Context: an optimization exercise on an open-source flow, tuned for small area, a short achievable clock period and few clock cycles. The choices shown serve that exercise and are no tape-out recipe. Function was checked by simulation only, so behaviour that the tests miss may differ from the original. No activity file was given, so power comes from the tool's default toggle rates.

**design/flow/design.v**
```verilog
module conv_engine(
    input         clk,
    input         reset,
    input         en_ctrl,
    output [15:0] s_addr,
    output [15:0] w_addr,
    output [15:0] b_addr,
    input  [7:0]  signal,
    input  [7:0]  weight,
    input  [7:0]  bias,
    output [15:0] save_addr,
    output [7:0]  convout,
    output        en_write,
    output        finish
);
    reg        go;           
    reg        done;         
    reg        stall;        
    reg [11:0] sa, wa;       
    reg [3:0]  k;            
    reg [2:0]  r;            
    reg        inb;          
    reg [4:0]  o, x, y;      
    wire x0 = (x == 5'd0), x1 = (x == 5'd1), x30 = (x == 5'd30), x31 = (x == 5'd31);
    wire y0 = (y == 5'd0), y1 = (y == 5'd1), y30 = (y == 5'd30), y31 = (y == 5'd31);
    reg xa, xb, x31r, x01, ya, yb, y01;    
    always @(posedge clk) begin
        xa <= x0 | x31;
        xb <= x1 | x30;
        x31r <= x31;
        x01 <= x0 | x1;
        ya <= y0 | y31;
        yb <= y1 | y30;
        y01 <= y0 | y1;
    end
    wire [3:0] kpen = xa ? 4'd7 : xb ? 4'd10 : 4'd13;
    wire [2:0] rpen = ya ? 3'd1 : yb ? 3'd2 : 3'd3;
    reg kend, rend;          
    reg  last_out;           
    wire last_pos = x31r & ya & ~y01;
    wire adv = go & ~done & ~stall;
    wire ev_inc = ~inb & ~kend;
    wire ev_row = ~inb & kend & ~rend;
    wire ev_back = inb & ~last_out;
    wire ev_pos = inb & last_out;
    wire [11:0] ds, dw;
    assign ds = ({12{ev_inc}} & 12'd1)
        | ({12{ev_row & ~xa & ~xb}} & 12'd82)
        | ({12{ev_row & xa}} & 12'd88)
        | ({12{ev_row & xb}} & 12'd85)
        | ({12{ev_back & (~xa & ~xb) & (~ya & ~yb)}} & 12'd3698)
        | ({12{ev_back & (~xa & ~xb) & (ya)}} & 12'd3890)
        | ({12{ev_back & (~xa & ~xb) & (yb)}} & 12'd3794)
        | ({12{ev_back & (xa) & (~ya & ~yb)}} & 12'd3704)
        | ({12{ev_back & (xa) & (ya)}} & 12'd3896)
        | ({12{ev_back & (xa) & (yb)}} & 12'd3800)
        | ({12{ev_back & (xb) & (~ya & ~yb)}} & 12'd3701)
        | ({12{ev_back & (xb) & (ya)}} & 12'd3893)
        | ({12{ev_back & (xb) & (yb)}} & 12'd3797)
        | ({12{ev_pos & (~xa & ~xb) & (~ya & ~yb)}} & 12'd3701)
        | ({12{ev_pos & (~xa & ~xb) & (ya & y01)}} & 12'd3893)
        | ({12{ev_pos & (~xa & ~xb) & (yb & y01)}} & 12'd3797)
        | ({12{ev_pos & (~xa & ~xb) & (yb & ~y01)}} & 12'd3797)
        | ({12{ev_pos & (~xa & ~xb) & (ya & ~y01)}} & 12'd3893)
        | ({12{ev_pos & (xa & ~x31r) & (~ya & ~yb)}} & 12'd3704)
        | ({12{ev_pos & (xa & ~x31r) & (ya & y01)}} & 12'd3896)
        | ({12{ev_pos & (xa & ~x31r) & (yb & y01)}} & 12'd3800)
        | ({12{ev_pos & (xa & ~x31r) & (yb & ~y01)}} & 12'd3800)
        | ({12{ev_pos & (xa & ~x31r) & (ya & ~y01)}} & 12'd3896)
        | ({12{ev_pos & (xb & x01) & (~ya & ~yb)}} & 12'd3701)
        | ({12{ev_pos & (xb & x01) & (ya & y01)}} & 12'd3893)
        | ({12{ev_pos & (xb & x01) & (yb & y01)}} & 12'd3797)
        | ({12{ev_pos & (xb & x01) & (yb & ~y01)}} & 12'd3797)
        | ({12{ev_pos & (xb & x01) & (ya & ~y01)}} & 12'd3893)
        | ({12{ev_pos & (xb & ~x01) & (~ya & ~yb)}} & 12'd3704)
        | ({12{ev_pos & (xb & ~x01) & (ya & y01)}} & 12'd3896)
        | ({12{ev_pos & (xb & ~x01) & (yb & y01)}} & 12'd3800)
        | ({12{ev_pos & (xb & ~x01) & (yb & ~y01)}} & 12'd3800)
        | ({12{ev_pos & (xb & ~x01) & (ya & ~y01)}} & 12'd3896)
        | ({12{ev_pos & (xa & x31r) & (~ya & ~yb)}} & 12'd3713)
        | ({12{ev_pos & (xa & x31r) & (ya & y01)}} & 12'd3809)
        | ({12{ev_pos & (xa & x31r) & (yb & y01)}} & 12'd3713)
        | ({12{ev_pos & (xa & x31r) & (yb & ~y01)}} & 12'd3809)
        | ({12{ev_pos & (xa & x31r) & (ya & ~y01)}} & 12'd3905);
    assign dw = ({12{ev_inc}} & 12'd1)
        | ({12{ev_row & ~xa & ~xb}} & 12'd1)
        | ({12{ev_row & xa}} & 12'd7)
        | ({12{ev_row & xb}} & 12'd4)
        | ({12{ev_back & (~xa & ~xb) & (~ya & ~yb)}} & 12'd1)
        | ({12{ev_back & (~xa & ~xb) & (ya)}} & 12'd31)
        | ({12{ev_back & (~xa & ~xb) & (yb)}} & 12'd16)
        | ({12{ev_back & (xa) & (~ya & ~yb)}} & 12'd7)
        | ({12{ev_back & (xa) & (ya)}} & 12'd37)
        | ({12{ev_back & (xa) & (yb)}} & 12'd22)
        | ({12{ev_back & (xb) & (~ya & ~yb)}} & 12'd4)
        | ({12{ev_back & (xb) & (ya)}} & 12'd34)
        | ({12{ev_back & (xb) & (yb)}} & 12'd19)
        | ({12{ev_pos & (~xa & ~xb) & (~ya & ~yb)}} & 12'd1697)
        | ({12{ev_pos & (~xa & ~xb) & (ya & y01)}} & 12'd1727)
        | ({12{ev_pos & (~xa & ~xb) & (yb & y01)}} & 12'd1712)
        | ({12{ev_pos & (~xa & ~xb) & (yb & ~y01)}} & 12'd1712)
        | ({12{ev_pos & (~xa & ~xb) & (ya & ~y01)}} & 12'd1727)
        | ({12{ev_pos & (xa & ~x31r) & (~ya & ~yb)}} & 12'd1700)
        | ({12{ev_pos & (xa & ~x31r) & (ya & y01)}} & 12'd1730)
        | ({12{ev_pos & (xa & ~x31r) & (yb & y01)}} & 12'd1715)
        | ({12{ev_pos & (xa & ~x31r) & (yb & ~y01)}} & 12'd1715)
        | ({12{ev_pos & (xa & ~x31r) & (ya & ~y01)}} & 12'd1730)
        | ({12{ev_pos & (xb & x01) & (~ya & ~yb)}} & 12'd1697)
        | ({12{ev_pos & (xb & x01) & (ya & y01)}} & 12'd1727)
        | ({12{ev_pos & (xb & x01) & (yb & y01)}} & 12'd1712)
        | ({12{ev_pos & (xb & x01) & (yb & ~y01)}} & 12'd1712)
        | ({12{ev_pos & (xb & x01) & (ya & ~y01)}} & 12'd1727)
        | ({12{ev_pos & (xb & ~x01) & (~ya & ~yb)}} & 12'd1700)
        | ({12{ev_pos & (xb & ~x01) & (ya & y01)}} & 12'd1730)
        | ({12{ev_pos & (xb & ~x01) & (yb & y01)}} & 12'd1715)
        | ({12{ev_pos & (xb & ~x01) & (yb & ~y01)}} & 12'd1715)
        | ({12{ev_pos & (xb & ~x01) & (ya & ~y01)}} & 12'd1730)
        | ({12{ev_pos & (xa & x31r) & (~ya & ~yb)}} & 12'd1709)
        | ({12{ev_pos & (xa & x31r) & (ya & y01)}} & 12'd1724)
        | ({12{ev_pos & (xa & x31r) & (yb & y01)}} & 12'd1709)
        | ({12{ev_pos & (xa & x31r) & (yb & ~y01)}} & 12'd1724)
        | ({12{ev_pos & (xa & x31r) & (ya & ~y01)}} & 12'd1739);
    reg first1, b1, first2, b2, b3, wr_en, fin;
    always @(posedge clk) begin
        if (reset) begin
            go <= 1'b0;
            done <= 1'b0;
            stall <= 1'b0;
            sa <= 12'd0;
            wa <= 12'd36;
            k <= 4'd0;
            r <= 3'd0;
            inb <= 1'b0;
            kend <= 1'b0;
            rend <= 1'b0;
        end else begin
            go <= en_ctrl;
            sa <= sa + (ds & {12{adv}});
            wa <= wa + (dw & {12{adv}});
            if (adv) begin
                if (inb) begin
                    inb <= 1'b0;
                    k <= 4'd0;
                    r <= 3'd0;
                    kend <= 1'b0;
                    rend <= 1'b0;
                    if (last_out) begin
                        stall <= 1'b1;
                        if (last_pos) done <= 1'b1;
                    end
                end else if (~kend) begin
                    k <= k + 4'd1;
                    kend <= (k == kpen);
                end else if (~rend) begin
                    k <= 4'd0;
                    r <= r + 3'd1;
                    kend <= 1'b0;
                    rend <= (r == rpen);
                end else begin
                    inb <= 1'b1;
                end
            end
            if (wr_en & last_out) stall <= 1'b0;
        end
    end
    always @(posedge clk) begin
        if (reset) begin
            o <= 5'd0;
            x <= 5'd0;
            y <= 5'd0;
            last_out <= 1'b0;
        end else if (wr_en) begin
            o <= o + 5'd1;
            last_out <= (o == 5'd30);
            if (last_out) begin
                x <= x + 5'd1;
                if (x31) y <= y + 5'd1;
            end
        end
    end
    always @(posedge clk) begin
        if (reset) begin
            first1 <= 1'b0;
            b1 <= 1'b0;
            first2 <= 1'b0;
            b2 <= 1'b0;
            b3 <= 1'b0;
            wr_en <= 1'b0;
            fin <= 1'b0;
        end else begin
            first1 <= adv & ~inb & (k == 4'd0) & (r == 3'd0);
            b1 <= adv & inb;
            first2 <= first1;
            b2 <= b1;
            b3 <= b2;
            wr_en <= b3;
            if (b3 & last_out & last_pos) fin <= 1'b1;
        end
    end
    reg  [7:0]  sr;
    wire [7:0]  wd = b1 ? 8'd64 : weight;
    reg  [3:0]  one, two, neg;    
    always @(posedge clk) begin
        sr <= b1 ? bias : signal;
        one <= {wd[6] ^ wd[5], wd[4] ^ wd[3], wd[2] ^ wd[1], wd[0]};
        two <= {(wd[7] & ~wd[6] & ~wd[5]) | (~wd[7] & wd[6] & wd[5]),
                (wd[5] & ~wd[4] & ~wd[3]) | (~wd[5] & wd[4] & wd[3]),
                (wd[3] & ~wd[2] & ~wd[1]) | (~wd[3] & wd[2] & wd[1]),
                (wd[1] & ~wd[0])};
        neg <= {wd[7], wd[5], wd[3], wd[1]};
    end
    wire [9:0] sx = {{2{sr[7]}}, sr};
    wire [10:0] sx2 = {sx, 1'b0};
    wire [9:0] e0;
    assign e0[0] = ((one[0] & sx[0]) | (two[0] & sx2[0])) ^ neg[0];
    assign e0[1] = ((one[0] & sx[1]) | (two[0] & sx2[1])) ^ neg[0];
    assign e0[2] = ((one[0] & sx[2]) | (two[0] & sx2[2])) ^ neg[0];
    assign e0[3] = ((one[0] & sx[3]) | (two[0] & sx2[3])) ^ neg[0];
    assign e0[4] = ((one[0] & sx[4]) | (two[0] & sx2[4])) ^ neg[0];
    assign e0[5] = ((one[0] & sx[5]) | (two[0] & sx2[5])) ^ neg[0];
    assign e0[6] = ((one[0] & sx[6]) | (two[0] & sx2[6])) ^ neg[0];
    assign e0[7] = ((one[0] & sx[7]) | (two[0] & sx2[7])) ^ neg[0];
    assign e0[8] = ((one[0] & sx[8]) | (two[0] & sx2[8])) ^ neg[0];
    assign e0[9] = ((one[0] & sx[9]) | (two[0] & sx2[9])) ^ neg[0];
    wire [9:0] e1;
    assign e1[0] = ((one[1] & sx[0]) | (two[1] & sx2[0])) ^ neg[1];
    assign e1[1] = ((one[1] & sx[1]) | (two[1] & sx2[1])) ^ neg[1];
    assign e1[2] = ((one[1] & sx[2]) | (two[1] & sx2[2])) ^ neg[1];
    assign e1[3] = ((one[1] & sx[3]) | (two[1] & sx2[3])) ^ neg[1];
    assign e1[4] = ((one[1] & sx[4]) | (two[1] & sx2[4])) ^ neg[1];
    assign e1[5] = ((one[1] & sx[5]) | (two[1] & sx2[5])) ^ neg[1];
    assign e1[6] = ((one[1] & sx[6]) | (two[1] & sx2[6])) ^ neg[1];
    assign e1[7] = ((one[1] & sx[7]) | (two[1] & sx2[7])) ^ neg[1];
    assign e1[8] = ((one[1] & sx[8]) | (two[1] & sx2[8])) ^ neg[1];
    assign e1[9] = ((one[1] & sx[9]) | (two[1] & sx2[9])) ^ neg[1];
    wire [9:0] e2;
    assign e2[0] = ((one[2] & sx[0]) | (two[2] & sx2[0])) ^ neg[2];
    assign e2[1] = ((one[2] & sx[1]) | (two[2] & sx2[1])) ^ neg[2];
    assign e2[2] = ((one[2] & sx[2]) | (two[2] & sx2[2])) ^ neg[2];
    assign e2[3] = ((one[2] & sx[3]) | (two[2] & sx2[3])) ^ neg[2];
    assign e2[4] = ((one[2] & sx[4]) | (two[2] & sx2[4])) ^ neg[2];
    assign e2[5] = ((one[2] & sx[5]) | (two[2] & sx2[5])) ^ neg[2];
    assign e2[6] = ((one[2] & sx[6]) | (two[2] & sx2[6])) ^ neg[2];
    assign e2[7] = ((one[2] & sx[7]) | (two[2] & sx2[7])) ^ neg[2];
    assign e2[8] = ((one[2] & sx[8]) | (two[2] & sx2[8])) ^ neg[2];
    assign e2[9] = ((one[2] & sx[9]) | (two[2] & sx2[9])) ^ neg[2];
    wire [9:0] e3;
    assign e3[0] = ((one[3] & sx[0]) | (two[3] & sx2[0])) ^ neg[3];
    assign e3[1] = ((one[3] & sx[1]) | (two[3] & sx2[1])) ^ neg[3];
    assign e3[2] = ((one[3] & sx[2]) | (two[3] & sx2[2])) ^ neg[3];
    assign e3[3] = ((one[3] & sx[3]) | (two[3] & sx2[3])) ^ neg[3];
    assign e3[4] = ((one[3] & sx[4]) | (two[3] & sx2[4])) ^ neg[3];
    assign e3[5] = ((one[3] & sx[5]) | (two[3] & sx2[5])) ^ neg[3];
    assign e3[6] = ((one[3] & sx[6]) | (two[3] & sx2[6])) ^ neg[3];
    assign e3[7] = ((one[3] & sx[7]) | (two[3] & sx2[7])) ^ neg[3];
    assign e3[8] = ((one[3] & sx[8]) | (two[3] & sx2[8])) ^ neg[3];
    assign e3[9] = ((one[3] & sx[9]) | (two[3] & sx2[9])) ^ neg[3];
    reg  [17:0] S, C;
    wire [17:0] Sg = first2 ? 18'd0 : S;
    wire [17:0] Cg = first2 ? 18'd0 : C;
    wire fs0 = neg[0] ^ Sg[0] ^ e0[0];
    wire fc0 = (neg[0] & Sg[0]) | (neg[0] & e0[0]) | (Sg[0] & e0[0]);
    wire fs1 = Sg[1] ^ Cg[1] ^ e0[1];
    wire fc1 = (Sg[1] & Cg[1]) | (Sg[1] & e0[1]) | (Cg[1] & e0[1]);
    wire fs2 = neg[1] ^ Sg[2] ^ Cg[2];
    wire fc2 = (neg[1] & Sg[2]) | (neg[1] & Cg[2]) | (Sg[2] & Cg[2]);
    wire fs3 = e0[2] ^ e1[0] ^ fs2;
    wire fc3 = (e0[2] & e1[0]) | (e0[2] & fs2) | (e1[0] & fs2);
    wire fs4 = Sg[3] ^ Cg[3] ^ e0[3];
    wire fc4 = (Sg[3] & Cg[3]) | (Sg[3] & e0[3]) | (Cg[3] & e0[3]);
    wire fs5 = e1[1] ^ fc2 ^ fs4;
    wire fc5 = (e1[1] & fc2) | (e1[1] & fs4) | (fc2 & fs4);
    wire fs6 = neg[2] ^ Sg[4] ^ Cg[4];
    wire fc6 = (neg[2] & Sg[4]) | (neg[2] & Cg[4]) | (Sg[4] & Cg[4]);
    wire fs7 = e0[4] ^ e1[2] ^ e2[0];
    wire fc7 = (e0[4] & e1[2]) | (e0[4] & e2[0]) | (e1[2] & e2[0]);
    wire fs8 = fs6 ^ fc4 ^ fs7;
    wire fc8 = (fs6 & fc4) | (fs6 & fs7) | (fc4 & fs7);
    wire fs9 = Sg[5] ^ Cg[5] ^ e0[5];
    wire fc9 = (Sg[5] & Cg[5]) | (Sg[5] & e0[5]) | (Cg[5] & e0[5]);
    wire fs10 = e1[3] ^ e2[1] ^ fc6;
    wire fc10 = (e1[3] & e2[1]) | (e1[3] & fc6) | (e2[1] & fc6);
    wire fs11 = fc7 ^ fs9 ^ fs10;
    wire fc11 = (fc7 & fs9) | (fc7 & fs10) | (fs9 & fs10);
    wire fs12 = neg[3] ^ Sg[6] ^ Cg[6];
    wire fc12 = (neg[3] & Sg[6]) | (neg[3] & Cg[6]) | (Sg[6] & Cg[6]);
    wire fs13 = e0[6] ^ e1[4] ^ e2[2];
    wire fc13 = (e0[6] & e1[4]) | (e0[6] & e2[2]) | (e1[4] & e2[2]);
    wire fs14 = e3[0] ^ fs12 ^ fc9;
    wire fc14 = (e3[0] & fs12) | (e3[0] & fc9) | (fs12 & fc9);
    wire fs15 = fs13 ^ fc10 ^ fs14;
    wire fc15 = (fs13 & fc10) | (fs13 & fs14) | (fc10 & fs14);
    wire fs16 = Sg[7] ^ Cg[7] ^ e0[7];
    wire fc16 = (Sg[7] & Cg[7]) | (Sg[7] & e0[7]) | (Cg[7] & e0[7]);
    wire fs17 = e1[5] ^ e2[3] ^ e3[1];
    wire fc17 = (e1[5] & e2[3]) | (e1[5] & e3[1]) | (e2[3] & e3[1]);
    wire fs18 = fc12 ^ fc13 ^ fs16;
    wire fc18 = (fc12 & fc13) | (fc12 & fs16) | (fc13 & fs16);
    wire fs19 = fs17 ^ fc14 ^ fs18;
    wire fc19 = (fs17 & fc14) | (fs17 & fs18) | (fc14 & fs18);
    wire fs20 = Sg[8] ^ Cg[8] ^ e0[8];
    wire fc20 = (Sg[8] & Cg[8]) | (Sg[8] & e0[8]) | (Cg[8] & e0[8]);
    wire fs21 = e1[6] ^ e2[4] ^ e3[2];
    wire fc21 = (e1[6] & e2[4]) | (e1[6] & e3[2]) | (e2[4] & e3[2]);
    wire fs22 = fc16 ^ fc17 ^ fs20;
    wire fc22 = (fc16 & fc17) | (fc16 & fs20) | (fc17 & fs20);
    wire fs23 = fs21 ^ fc18 ^ fs22;
    wire fc23 = (fs21 & fc18) | (fs21 & fs22) | (fc18 & fs22);
    wire fs24 = ~(Sg[9] ^ Cg[9]);
    wire fc24 = Sg[9] | Cg[9];
    wire fs25 = ~e0[9] ^ e1[7] ^ e2[5];
    wire fc25 = (~e0[9] & e1[7]) | (~e0[9] & e2[5]) | (e1[7] & e2[5]);
    wire fs26 = e3[3] ^ fs24 ^ fc20;
    wire fc26 = (e3[3] & fs24) | (e3[3] & fc20) | (fs24 & fc20);
    wire fs27 = fc21 ^ fs25 ^ fc22;
    wire fc27 = (fc21 & fs25) | (fc21 & fc22) | (fs25 & fc22);
    wire fs28 = fs26 ^ fc23 ^ fs27;
    wire fc28 = (fs26 & fc23) | (fs26 & fs27) | (fc23 & fs27);
    wire fs29 = ~(Sg[10] ^ Cg[10]);
    wire fc29 = Sg[10] | Cg[10];
    wire fs30 = e1[8] ^ e2[6] ^ e3[4];
    wire fc30 = (e1[8] & e2[6]) | (e1[8] & e3[4]) | (e2[6] & e3[4]);
    wire fs31 = fc24 ^ fs29 ^ fc25;
    wire fc31 = (fc24 & fs29) | (fc24 & fc25) | (fs29 & fc25);
    wire fs32 = fs30 ^ fc26 ^ fs31;
    wire fc32 = (fs30 & fc26) | (fs30 & fs31) | (fc26 & fs31);
    wire fs33 = fc27 ^ fs32 ^ fc28;
    wire fc33 = (fc27 & fs32) | (fc27 & fc28) | (fs32 & fc28);
    wire fs34 = Sg[11] ^ Cg[11] ^ ~e1[9];
    wire fc34 = (Sg[11] & Cg[11]) | (Sg[11] & ~e1[9]) | (Cg[11] & ~e1[9]);
    wire fs35 = e2[7] ^ e3[5] ^ fc29;
    wire fc35 = (e2[7] & e3[5]) | (e2[7] & fc29) | (e3[5] & fc29);
    wire fs36 = fc30 ^ fs34 ^ fs35;
    wire fc36 = (fc30 & fs34) | (fc30 & fs35) | (fs34 & fs35);
    wire fs37 = fc31 ^ fs36 ^ fc32;
    wire fc37 = (fc31 & fs36) | (fc31 & fc32) | (fs36 & fc32);
    wire fs38 = ~(Sg[12] ^ Cg[12]);
    wire fc38 = Sg[12] | Cg[12];
    wire fs39 = e2[8] ^ e3[6] ^ fs38;
    wire fc39 = (e2[8] & e3[6]) | (e2[8] & fs38) | (e3[6] & fs38);
    wire fs40 = fc34 ^ fc35 ^ fs39;
    wire fc40 = (fc34 & fc35) | (fc34 & fs39) | (fc35 & fs39);
    wire fs41 = fc36 ^ fs40 ^ fc37;
    wire fc41 = (fc36 & fs40) | (fc36 & fc37) | (fs40 & fc37);
    wire fs42 = Sg[13] ^ Cg[13] ^ ~e2[9];
    wire fc42 = (Sg[13] & Cg[13]) | (Sg[13] & ~e2[9]) | (Cg[13] & ~e2[9]);
    wire fs43 = e3[7] ^ fc38 ^ fs42;
    wire fc43 = (e3[7] & fc38) | (e3[7] & fs42) | (fc38 & fs42);
    wire fs44 = fc39 ^ fs43 ^ fc40;
    wire fc44 = (fc39 & fs43) | (fc39 & fc40) | (fs43 & fc40);
    wire fs45 = ~(Sg[14] ^ Cg[14]);
    wire fc45 = Sg[14] | Cg[14];
    wire fs46 = e3[8] ^ fs45 ^ fc42;
    wire fc46 = (e3[8] & fs45) | (e3[8] & fc42) | (fs45 & fc42);
    wire fs47 = fc43 ^ fs46 ^ fc44;
    wire fc47 = (fc43 & fs46) | (fc43 & fc44) | (fs46 & fc44);
    wire fs48 = Sg[15] ^ Cg[15] ^ ~e3[9];
    wire fc48 = (Sg[15] & Cg[15]) | (Sg[15] & ~e3[9]) | (Cg[15] & ~e3[9]);
    wire fs49 = fc45 ^ fs48 ^ fc46;
    wire fc49 = (fc45 & fs48) | (fc45 & fc46) | (fs48 & fc46);
    wire fs50 = ~(Sg[16] ^ Cg[16]);
    wire fc50 = Sg[16] | Cg[16];
    wire fs51 = fs50 ^ fc48 ^ fc49;
    wire fc51 = (fs50 & fc48) | (fs50 & fc49) | (fc48 & fc49);
    wire fs52 = ~(Sg[17] ^ Cg[17]);
    wire fc52 = Sg[17] | Cg[17];
    wire fs53 = fc50 ^ fs52 ^ fc51;
    wire fc53 = (fc50 & fs52) | (fc50 & fc51) | (fs52 & fc51);
    wire sn0 = fs0;
    wire cn0 = 1'b0;
    wire sn1 = fc0;
    wire cn1 = fs1;
    wire sn2 = fc1;
    wire cn2 = fs3;
    wire sn3 = fc3;
    wire cn3 = fs5;
    wire sn4 = fc5;
    wire cn4 = fs8;
    wire sn5 = fc8;
    wire cn5 = fs11;
    wire sn6 = fc11;
    wire cn6 = fs15;
    wire sn7 = fc15;
    wire cn7 = fs19;
    wire sn8 = fc19;
    wire cn8 = fs23;
    wire sn9 = fs28;
    wire cn9 = 1'b0;
    wire sn10 = fs33;
    wire cn10 = 1'b0;
    wire sn11 = fc33;
    wire cn11 = fs37;
    wire sn12 = fs41;
    wire cn12 = 1'b0;
    wire sn13 = fc41;
    wire cn13 = fs44;
    wire sn14 = fs47;
    wire cn14 = 1'b0;
    wire sn15 = fc47;
    wire cn15 = fs49;
    wire sn16 = fs51;
    wire cn16 = 1'b0;
    wire sn17 = fs53;
    wire cn17 = 1'b0;
    always @(posedge clk) begin
        S <= {sn17, sn16, sn15, sn14, sn13, sn12, sn11, sn10, sn9, sn8, sn7, sn6, sn5, sn4, sn3, sn2, sn1, sn0};
        C <= {cn17, cn16, cn15, cn14, cn13, cn12, cn11, cn10, cn9, cn8, cn7, cn6, cn5, cn4, cn3, cn2, cn1, cn0};
    end
    wire [17:0] acc = S + C;
    wire [8:0]  t = acc[17:9];
    reg  [7:0]  cout_r;
    always @(posedge clk)
        cout_r <= (t[8] != t[7]) ? {t[8], {7{~t[8]}}} : t[7:0];
    assign s_addr = {4'd0, sa};
    assign w_addr = {4'd0, wa};
    assign b_addr = {11'd0, o};
    assign save_addr = {1'b0, y, x, o};
    assign convout = cout_r;
    assign en_write = wr_en;
    assign finish = fin;
endmodule
```
**design/flow/config.mk**
```make
export PLATFORM = sky130hd
export DESIGN_NAME = conv_engine
export DESIGN_NICKNAME = conv_engine
export VERILOG_FILES = /design/flow/design.v
export SDC_FILE = /design/flow/constraint.sdc
export NUM_CORES = 4
export LEC_CHECK = 0
export CAP_MARGIN = 20
export CORE_MARGIN = 2
export CORE_UTILIZATION = 40
export SETUP_SLACK_MARGIN = 5
export SLEW_MARGIN = 20
```
**design/flow/run.sh**
```bash
#!/bin/bash
# synth_recipe.tcl (not shown) runs the flow's synth.tcl, then flattens the netlist and writes it again
# the make line also repeats each setting of config.mk as NAME=value (left out here)
make -C /OpenROAD-flow-scripts/flow DESIGN_CONFIG=/design/flow/config.mk WORK_HOME=/design/flow/orfs CLKGATE_MAP_FILE= SYNTH_SCRIPT=/design/flow/synth_recipe.tcl finish
```
**design/flow/constraint.sdc**
```tcl
create_clock -name core_clock -period 10.0 [get_ports {clk}]
set_input_delay 2.0000 -clock core_clock [delete_from_list [all_inputs] [get_ports {clk}]]
set_output_delay 2.0000 -clock core_clock [all_outputs]
set_load 0.01 [all_outputs]
```
==> metrics.yaml, run 1 <==
synth.avg_cell_area_um2: 8.83
met2_length_mm: 8.66
fin_tns_setup_ns: 0
final_core_util_pct: 48.6
ant_nets: 0
dr.first_iter.drc_count: 472
cts_root_buf: "clkbuf_16"
final_cells: 1231
synthFlopType: "dfxtp_1"
cp-start-kind: "register"
clock_sinks: 124
startpoint: "inb$_SDFFE_PP0P_"
fin_crit_ns: 3.73
ys_seq_area_share_pct: 31.0
areaGrowthSynthToFinish_pct: 18.8
synth.area.mux_share_pct: 3.01
dieArea_um2: 21200
htreeDepth: 4
path_cells: "nand2_1, nor2_1, nand2_1, o22a_1, a21boi_0, a21oi_1, ha_1, nor2b_1, o21a_1, o21ai_0, a21oi_1, o41ai_1, mux2_2"
worstPathMaxFanout: 20
clock_latency_ns: 0.41
crit_end: "wa[10]$_SDFF_PP0_"
drv_cap: 0
antenna-diode-count: 0
ys_warn_count: 1
async_flop_share_pct: 0
gp_routability_congestion: 0.882
placed_area_um2: 8850
synth_top_family_by_area: "adder cells"
yosysUniqueCellTypes: 64
hold_ws_ns: 0.434
r2r_start: "inb$_SDFFE_PP0P_"
max_freq_mhz: 268
p_leak_nw: 3.99
fp-row-count: 51
synthCells: 907
remaining_drc_errors: 0
postRouteWirelength_mm: 17.8
hold_class: "register to register"
rsz0062_at_grt: "false"
final_max_slew_viol_count: 0
met3_wirelength_um: 730
core_area_um2: 19600
cpPeakStageDelay_ns: 0.71
critPathSlowestCell: "dfxtp_1"
path_depth: 13
cp_top_family: "compound AO/OA/AOI/OAI gates"
cp.arrival_ns: 4.04
setup_ws_ns: 6.27
fillers: 1892
min_period_over_period_pct: 37.3
vias: 6141
cts_tree: "done"
start_util_pct: 40.9
io_buffers: 80
layout.nets: 1074
max_slew_margin_pct: 41.2
seqCellArea_um2: 2480
first_pass_iters: 8
hold_buffers: 0
dpl_worst_slack_ns: 6.29
die_h_um: 146
place_inst: 1199
finalHoldViolations: 0
synth_xor_area_share_pct: 7.00
synthAdderAreaFrac_pct: 19.2
status: "timing/DRC/antenna clean"
track_usage_pct: 17.5
grt_pass1_vias: 6198
power_density_nw_per_um2: 235
antenna_found_initial: 0
synth-simple-area-share_pct: 16.2
avgViaCountPerCell: 4.99
postLayoutCellArea_um2: 9520
cp-end-kind: "register"
cts_resized: 0
crit_buf_inv: 0
r2r_slack_ns: 6.27
drive_above_1_share_pct: 7.04
multi_input_area_um2: 4940
worstSetupPathType: "register to register"
synth-compound-area-share_pct: 15.3
hpwlAfterDp_mm: 13.1
grt_max_degree: 65
syn_area_um2: 8010
setup_viol: 0
io_pins: 101
p_total_mw: 2.23
gr-total-overflow: 0
synth_edf_count: 0
tightestPinTransition_ns: 0.880
grt_first_pass_wirelength_mm: 30.3
reg2regPathDepth: 13
wl_per_cell_um: 14.5
worst_clock_skew_ns: 0.00985
die_x_um: 146
ir_drop_v: 0.000119
critical_path_required_ns: 10.31
clock_path_buffers: 2
top_layer: "met4"
synth_seq_cells: 124
cts_buffers: 17
clk_pin_slew_ns: 0.06
drt-met1-wl_mm: 8.11
r2r_end: "wa[10]$_SDFF_PP0_"
cts_setup_buffers: 0
==> cell type report <==
type / instances / share of cell area (%)
Timing Repair Buffer: 81 / 8.44
Clock inverter: 13 / 2.22
Multi-Input combinational cell: 651 / 51.9
Tap cell: 265 / 3.48
Sequential cell: 124 / 26.1
Clock buffer: 19 / 4.76
Inverter: 78 / 3.08
==> power by group <==
part / switching, mW / total [mW] / internal (mW)
Sequential: 0.0675 / 0.678 / 0.610
Clock: 0.233 / 0.690 / 0.457
Combinational: 0.469 / 0.867 / 0.397
==> worst register-to-register path, cell delays in order, from the launching register on <==
cell and delay [ns]:
dfxtp_1 0.71, nand2_1 0.24, nor2_1 0.26, nand2_1 0.13, o22a_1 0.22, a21boi_0 0.16, a21oi_1 0.24, ha_1 0.31
nor2b_1 0.16, o21a_1 0.17, o21ai_0 0.21, a21oi_1 0.15, o41ai_1 0.29, mux2_2 0.37
==> cell usage in the layout (no fill, tap or decap), types with 6 or more instances in the layout <==
master and n:
inv_1 78, a21oi_1 46, nand3_1 12, nor3_1 21, xor2_1 24, o21ai_0 38
xnor2_1 40, a21o_1 7, nand2_1 56, dfxtp_1 124, clkbuf_16 17, clkdlybuf4s50_1 79
nor2_1 80, and3_1 7, a211oi_1 7, nor2b_1 37, nand2b_1 21, a22oi_1 30
conb_1 20, fa_1 48, or2_2 6, nand4_1 10, ha_1 46, mux2_2 17
==> how the worst min path moves through the flow <==
stage / cells after the start / endpoint / from
detailed placement: 1 / first2$_SDFF_PP0_ / first1$_SDFF_PP0_
CTS: 1 / first2$_SDFF_PP0_ / first1$_SDFF_PP0_
floorplan: 1 / neg[0]$_DFF_P_ / b1$_SDFF_PP0_
global route: 1 / first2$_SDFF_PP0_ / first1$_SDFF_PP0_
finish: 1 / first2$_SDFF_PP0_ / first1$_SDFF_PP0_
global placement: 1 / b3$_SDFF_PP0_ / b2$_SDFF_PP0_
==> flip-flops by register name, indices dropped and copies added (netlist names), 3 cells and up <==
| name | cells |
|---|---|
| one | 4 |
| C | 11 |
| neg | 4 |
| sa | 12 |
| sr | 8 |
| wa | 12 |
| r | 3 |
| x | 5 |
| cout_r | 8 |
| S | 18 |
| y | 5 |
| o | 5 |
| k | 4 |
| two | 4 |
==> cells by family (layout without fill, tap and decap cells) <==
kind of cell | after synthesis | count (layout)
other | 1 | 20
adders and majority gates | 94 | 94
AOI/OAI and AO/OA | 185 | 185
xor gates and xnor gates | 64 | 64
DFF | 124 | 124
buffers and inverters | 151 | 191
muxes | 22 | 22
and+or+nand+nor | 266 | 266
==> cells in the mapped netlist (10+ instances only) <==
cell type  instances  area share (%)
dfxtp_1          124              31
ha_1              46             7.2
nand3_1           12            0.75
nor3_1            21             1.3
mux2_2            17             2.4
buf_4             25             2.3
clkbuf_1          44             2.1
inv_1             78             3.7
nand4_1           10            0.78
nor2b_1           37             2.9
nand2_1           56             2.6
o21ai_0           38             2.4
xor2_1            24             2.6
nor2_1            80             3.7
xnor2_1           40             4.4
nand2b_1          21             1.6
fa_1              48              12
a22oi_1           30             2.8
a21oi_1           46             2.9
==> routing by layer <==
layer | up-vias | GRT usage, %
met4 | 0 | 6.37
met5 | - | 0
met3 | 20 | 4.26
met2 | 137 | 29.7
li1 | 3101 | -
met1 | 2883 | 21.7
Testbench counts, summed over its fixed seeds: cycles 6,940,803.
==> inputs of run 2 (changes only) <==
==> design/flow/flow/run.sh (new file) <==
#!/bin/bash
set -uo pipefail
MARGIN=$(cat flow/margin 2>/dev/null || echo 7)
bash standard.sh "SETUP_SLACK_MARGIN=$MARGIN" \
    "BUFFER_PORTS_ARGS=-buffer_cell sky130_fd_sc_hd__buf_1" finish > run_make.log 2>&1
status=$?
tail -5 run_make.log
exit $status
==> design/flow/flow/margin (new file) <==
7
==> design/flow/standard.sh (new file) <==
#!/bin/bash
# synth_recipe.tcl (not shown) runs the flow's synth.tcl, then flattens the netlist and writes it again
# the make line also repeats each setting of config.mk as NAME=value (left out here)
make -C /OpenROAD-flow-scripts/flow DESIGN_CONFIG=/design/flow/config.mk WORK_HOME=/design/flow/orfs CLKGATE_MAP_FILE= SYNTH_SCRIPT=/design/flow/synth_recipe.tcl "${@:-finish}"
--- a/design/flow/config.mk
+++ b/design/flow/config.mk
@@ -9,4 +9,3 @@
 export CORE_MARGIN = 2
 export CORE_UTILIZATION = 40
-export SETUP_SLACK_MARGIN = 5
 export SLEW_MARGIN = 20
removed: design/flow/run.sh
==> run 2 against run 1 <==
  * Critical endpoint is now wa[8]$_SDFF_PP0_
  * Worst setup slack better by 0.68 ns
  * Clock power is 9.0% lower
  * Non-clock buffer count is 46 higher
  * Synthesized cell count stayed put
  * Wire length is 6.2% higher
  * Clock skew is 0.0012 ns lower
  * Core utilization is 0.84 points higher
  * Cell area is 1.7% higher
  * Via count is 5.1% higher
  * Combinational power hardly changed
  * Synthesized area stayed put
==> metrics.yaml, run 2 <==
synth_edf_count: 0
critical_path_required_ns: 10.30
critPathSlowestCell: "dfxtp_4"
dr.first_iter.drc_count: 393
drv_cap: 0
cp-end-kind: "register"
drive_above_1_share_pct: 22.5
p_sw_share_pct: 36.1
avgViaCountPerCell: 5.05
fillers: 1903
areaGrowthSynthToFinish_pct: 20.8
r2r_start: "last_out$_SDFFE_PP0P_"
yosysUniqueCellTypes: 64
synth.avg_cell_area_um2: 8.83
clk_pin_slew_ns: 0.06
synthFlopType: "dfxtp_1"
dieArea_um2: 21200
worst_clock_skew_ns: 0.00862
rsz0062_at_grt: "true"
cp_top_family: "compound AO/OA/AOI/OAI gates"
setup_viol: 0
antenna-diode-count: 0
reg2regPathDepth: 15
min_period_over_period_pct: 30.5
finalHoldViolations: 0
wl_per_cell_um: 14.8
largest_register_ffs: 18
setup_ws_ns: 6.95
grt_first_pass_wirelength_mm: 31.3
r2r_end: "wa[8]$_SDFF_PP0_"
io_pins: 101
hold_depth: 1
postRouteWirelength_mm: 18.9
synth_seq_cells: 124
path_cells: "buf_6, nand4_1, nor2_2, nor2_1, o211ai_1, o21a_1, ha_2, inv_2, fa_2, nor2b_2, o21a_1, o21ai_2, a21oi_2, o31ai_2, mux2_2"
cpPeakStageDelay_ns: 0.38
layout.nets: 1120
holdCritStartpoint: "first1$_SDFF_PP0_"
grt_max_degree: 65
fin_crit_ns: 3.05
die_h_um: 146
worstSetupPathType: "register to register"
gr-total-overflow: 0
track_usage_pct: 18.2
gp_routability_congestion: 0.854
vias: 6454
tightestPinTransition_ns: 0.839
cts_buffers: 17
first_pass_iters: 5
power_density_nw_per_um2: 224
crit_buf_inv: 2
ys_warn_count: 1
hold_class: "register to register"
ant_nets: 0
min_to: "first2$_SDFF_PP0_"
cp_common_cell: "o21a_1"
final_max_slew_viol_count: 0
async_flop_share_pct: 0
regMostFlops: "S"
cp-start-kind: "register"
top_regs: "S (18), sa (12), wa (12)"
clockPowerShare_pct: 28.9
hold_ws_ns: 0.432
r2r_slack_ns: 6.95
htreeDepth: 4
die_x_um: 146
worstPathMaxFanout: 5
max_slew_margin_pct: 44.0
fp-row-count: 51
p_seq_share_pct: 31.2
clock_sinks: 124
synth_top_area_cell: "dfxtp_1"
cp.arrival_ns: 3.35
clock_path_buffers: 2
io_buffers: 80
cts_root_buf: "clkbuf_16"
fin_tns_setup_ns: 0
status: "timing/DRC/antenna clean"
p_leak_nw: 4.09
synth_top_area_share_pct: 31.0
pwr-share-comb_pct: 39.9
cts_tree: "done"
switchingPower_uw: 783
ir_drop_v: 0.000130
max_freq_mhz: 328
ys_seq_area_share_pct: 31.0
p_int_mw: 1.39
syn_area_um2: 8010
synthCells: 907
core_area_um2: 19600
dpl_worst_slack_ns: 6.27
final_cell_mix: "dfxtp_1, inv_1, nor2_1"
layout_commonest_cell: "dfxtp_1"
antenna_found_initial: 0
remaining_drc_errors: 0
hold_buffers: 0
start_util_pct: 40.9
synth_most_common_cell: "dfxtp_1"
ys_top_cells_by_count: "dfxtp_1, nor2_1, inv_1"
clock_latency_ns: 0.42
hpwlAfterDp_mm: 13.1
grt_pass1_vias: 6416
synth.area.top_cells: "dfxtp_1, fa_1, ha_1"
run 2: how the worst max path moves through the flow:
stage	startpoint	to	slack (ns)	cells after the start
global placement	inb$_SDFFE_PP0P_	wa[10]$_SDFF_PP0_	6.33	13
floorplan	two[1]$_DFF_P_	S[12]$_DFF_P_	6.99	10
finish	last_out$_SDFFE_PP0P_	wa[8]$_SDFF_PP0_	6.95	15
CTS	y01$_DFF_P_	wa[10]$_SDFF_PP0_	6.94	13
global route	last_out$_SDFFE_PP0P_	wa[8]$_SDFF_PP0_	6.83	15
detailed placement	inb$_SDFFE_PP0P_	sa[10]$_SDFF_PP0_	6.27	15
run 2: cell families after synthesis:
logic type | share of synthesized area (%)
other cells | 0.0468
flops | 31.0
mux | 3.01
fa+ha+maj | 19.2
simple gates | 16.2
compound gates | 15.4
xor+xnor | 7.00
buf+inv | 8.24
run 2: through the flow:
step           power, mW  utilization (%)  instance area (um^2)  std cells
3_3_place_gp        1.51             42.7                  8360       1199
3_5_place_dp        1.54             42.7                  8360       1199
5_1_grt             2.41             49.4                  9680       1277
4_1_cts             2.20             48.0                  9390       1265
6_report            2.17             49.4                  9680       1277
2_1_floorplan       1.35                -                  8100        926
run 2: final cells by class:
| type | count | area, um^2 | share of cell area [%] |
|---|---|---|---|
| timing repair buffer | 127 | 684 | 7.07 |
| clock inverter | 13 | 165 | 1.71 |
| clock buffer | 19 | 443 | 4.58 |
| inverter | 78 | 293 | 3.02 |
| multi-input combinational | 651 | 5170 | 53.4 |
| tap | 265 | 332 | 3.43 |
| sequential | 124 | 2590 | 26.8 |
run 2: per-layer routing:
metal  vias up  part of all wire, %  global-route usage [%]
met2       138                   49                    30.9
li1       3198                    -                       -
met3        28                  4.1                    4.20
met5         -                    0                       0
met4         0                  1.9                    7.79
met1      3090                   45                    22.2
run 2: repair_timing:
action	in CTS	in global routing
setup buffers	34	12
pin swaps	20	26
resized for setup	85	71
endpoints found under the setup margin	45	36
run 2: worst register-to-register path: cells and delay by family (launching register included):
family / cells / cell delay [ns]
compound gates: 6 / 0.96
simple gates: 4 / 0.63
fa+ha+maj: 2 / 0.54
flops: 1 / 0.38
mux: 1 / 0.27
buf+inv: 2 / 0.14
run 2: power by group through the flow:
stage	logic (mW)	registers (mW)	clock network (mW)
6_report	0.865	0.677	0.628
5_1_grt	1.05	0.689	0.669
4_1_cts	0.873	0.678	0.647
3_5_place_dp	0.854	0.690	0
3_3_place_gp	0.823	0.688	0
2_1_floorplan	0.679	0.669	0
==> inputs of run 3 (changes only) <==
--- a/design/flow/config.mk
+++ b/design/flow/config.mk
@@ -9,3 +9,4 @@
 export CORE_MARGIN = 2
 export CORE_UTILIZATION = 40
+export CTS_BUF_LIST = sky130_fd_sc_hd__clkbuf_4 sky130_fd_sc_hd__clkbuf_8
 export SLEW_MARGIN = 20
==> run 3 against run 2 <==
  * Still clean
  * Power down 7.7%
  * Wire length up 1.0%
  * Die area unchanged
  * Flip-flop and latch count unchanged
  * Core utilization up 0.28 points
  * Non-clock buffer count up 20
  * Clock-buffer cell count unchanged
  * Largest power group unchanged
==> metrics.yaml, run 3 <==
final_max_slew_viol_count: 0
drv_cap: 0
fp-row-count: 51
reg2regPathDepth: 14
cp-start-kind: "register"
die_x_um: 146
max_freq_mhz: 331
yosysUniqueCellTypes: 64
synth_most_common_cell: "dfxtp_1"
power_density_nw_per_um2: 206
synth_edf_count: 0
fillers: 1907
regMostFlops: "S"
cts_tree: "done"
fin_tns_setup_ns: 0
antenna_found_initial: 0
p_total_mw: 2.00
async_flop_share_pct: 0
syn_area_um2: 8010
min_period_over_period_pct: 30.2
clock_sinks: 124
setup_ws_ns: 6.98
hold_class: "register to register"
drive_above_1_share_pct: 26.9
largest_register_ffs: 18
htreeDepth: 4
ys_warn_count: 1
areaGrowthSynthToFinish_pct: 21.5
remaining_drc_errors: 0
finalHoldViolations: 0
synth_top_area_cell: "dfxtp_1"
die_h_um: 146
r2r_slack_ns: 6.98
antenna-diode-count: 0
synth_seq_cells: 124
cp.arrival_ns: 3.38
layout_commonest_cell: "inv_1"
grt_first_pass_wirelength_mm: 31.4
ir_drop_v: 0.000104
final_cell_mix: "inv_1, nor2_1, dfxtp_1"
core_area_um2: 19600
r2r_end: "sa[10]$_SDFF_PP0_"
critical_path_required_ns: 10.36
synth.avg_cell_area_um2: 8.83
r2r_start: "last_out$_SDFFE_PP0P_"
clk_pin_slew_ns: 0.07
cts_buffers: 17
layout.nets: 1140
fin_crit_ns: 3.02
synth.area.top_cells: "dfxtp_1, fa_1, ha_1"
wl_per_cell_um: 14.7
clock_latency_ns: 0.44
synthCells: 907
status: "timing/DRC/antenna clean"
hpwlAfterDp_mm: 13.1
cts_root_buf: "clkbuf_8"
ys_seq_area_share_pct: 31.0
seqCellArea_um2: 2630
track_usage_pct: 18.1
postRouteWirelength_mm: 19.1
place_inst: 1199
postLayoutCellArea_um2: 9730
worstSetupPathType: "register to register"
final_cells: 1297
cp-end-kind: "register"
start_util_pct: 40.9
placed_area_um2: 8360
avgViaCountPerCell: 5.06
top_regs: "S (18), sa (12), wa (12)"
worstPathMaxFanout: 8
tightestPinTransition_ns: 0.840
first_pass_iters: 5
synthFlopType: "dfxtp_1"
grt_max_degree: 65
max_slew_margin_pct: 43.9
synth_top_area_share_pct: 31.0
vias: 6567
rsz0062_at_grt: "true"
clock_path_buffers: 2
dpl_worst_slack_ns: 6.27
crit_end: "sa[10]$_SDFF_PP0_"
hold_buffers: 0
gr-total-overflow: 0
ys_top_cells_by_count: "dfxtp_1, nor2_1, inv_1"
dr.first_iter.drc_count: 377
startpoint: "last_out$_SDFFE_PP0P_"
gp_routability_congestion: 0.854
worst_clock_skew_ns: 0.0117
io_buffers: 80
multi_input_area_um2: 5190
setup_viol: 0
p_leak_nw: 4.23
grt_pass1_vias: 6424
io_pins: 101
ant_nets: 0
dieArea_um2: 21200
## run 3: cell types whose count changed in the layout (fill, tap and decap cells not counted), moves of 2 or more
cell / previous run / this run
o21ai_1: 5 / 9
nor3_2: 2 / 0
buf_2: 3 / 24
dfxtp_2: 25 / 20
buf_1: 64 / 40
dfxtp_4: 21 / 32
clkbuf_2: 13 / 16
o21ai_0: 28 / 24
clkbuf_16: 17 / 0
buf_6: 3 / 1
dfxtp_1: 78 / 72
buf_4: 44 / 65
clkbuf_8: 1 / 18
## run 3: what timing repair did
action	in CTS	in global routing
endpoints found under the setup margin	54	49
resized for setup	117	88
cloned	0	0
pin swaps	19	25
setup buffers	32	34
## run 3: cell type report
cell class,instances,area share [%]
sequential,124,27.0
clock inverter,13,1.70
timing repair buffer,147,8.93
multi-input combinational,651,53.3
inverter,78,3.05
clock buffer,19,2.62
tap,265,3.41
## run 3: cell families after synthesis
kind of cell	count (synthesis)	share of synthesized area, %
multiplexers	22	3.01
XOR/XNOR	64	7.00
flip-flops	124	31.0
AO/OA/AOI/OAI	185	15.4
other	1	0.0468
adder cells (fa/ha/maj)	94	19.2
buffers and inverters	151	8.24
AND/OR/NAND/NOR	266	16.2
## run 3: worst min path at each step
stage          cells after the start         startpoint                end  slack (ns)
2_1_floorplan                      1      b1$_SDFF_PP0_     neg[0]$_DFF_P_        0.40
4_1_cts                            1  first1$_SDFF_PP0_  first2$_SDFF_PP0_        0.44
6_report                           1  first1$_SDFF_PP0_  first2$_SDFF_PP0_        0.44
5_1_grt                            1  first1$_SDFF_PP0_  first2$_SDFF_PP0_        0.46
3_3_place_gp                       1  first1$_SDFF_PP0_  first2$_SDFF_PP0_        0.42
3_5_place_dp                       1  first1$_SDFF_PP0_  first2$_SDFF_PP0_        0.42
## run 3: metrics by stage
step	util, %	hold slack [ns]
2_1_floorplan	-	0.397
3_3_place_gp	42.7	0.418
3_5_place_dp	42.7	0.422
4_1_cts	47.3	0.438
5_1_grt	49.7	0.464
6_report	49.7	0.436
## run 3: power by group
| part | leakage [nW] | internal, mW | switching [mW] |
|---|---|---|---|
| registers | 1.04 | 0.604 | 0.0692 |
| logic | 2.98 | 0.381 | 0.484 |
| clock network | 0.202 | 0.257 | 0.209 |
| total | 4.23 | 1.24 | 0.762 |
## run 3: routing by layer
metal / routed length, um / up-vias / GRT usage (%)
met4: 575 / 0 / 7.75
met5: 0 / - / 0
met3: 748 / 42 / 4.14
met1: 8540 / 3122 / 22.4
li1: - / 3248 / -
met2: 9250 / 155 / 30.5
## run 3: worst max-delay path: stages, from the launching register on
cell and delay, ns:
dfxtp_4 0.41, nand4_1 0.24, buf_4 0.22, o22a_1 0.20, a21boi_2 0.19, a41oi_2 0.15
ha_2 0.22, inv_1 0.06, fa_2 0.37, nor2b_2 0.16, o2111ai_2 0.16, nand3_2 0.12
nand4_1 0.12, a21o_1 0.20, a21oi_1 0.11

## re-timing with driven ports
The flow's constraints put no driver on any port. The routed layouts listed below were extracted and timed again, unchanged, in two steps. Step 1 (the two cells are an assumption about what drives the block):
set clk [get_ports {clk}]
set_driving_cell -lib_cell sky130_fd_sc_hd__clkbuf_16 $clk
set_driving_cell -lib_cell sky130_fd_sc_hd__buf_2 [delete_from_list [all_inputs] $clk]
Step 2 also shifts input and output timing later by t, the mid clock arrival at the registers, as if the neighbouring blocks saw the same clock. Three values: ideal, step 1, step 2; two values: the first two.
run	t, ns	setup WS [ns]	worst setup path at the end
run 1	0.456	6.268 / 6.268 / 6.268	register to register
run 2	0.460	6.952 / 6.952 / 6.830	input to register
run 3	0.479	6.983 / 6.983 / 6.839	input to register
After both steps setup and hold are still met in every run listed. The setup slack of run 3, which loses most, moves by 0.000 ns with the drivers and by -0.144 ns with both steps.
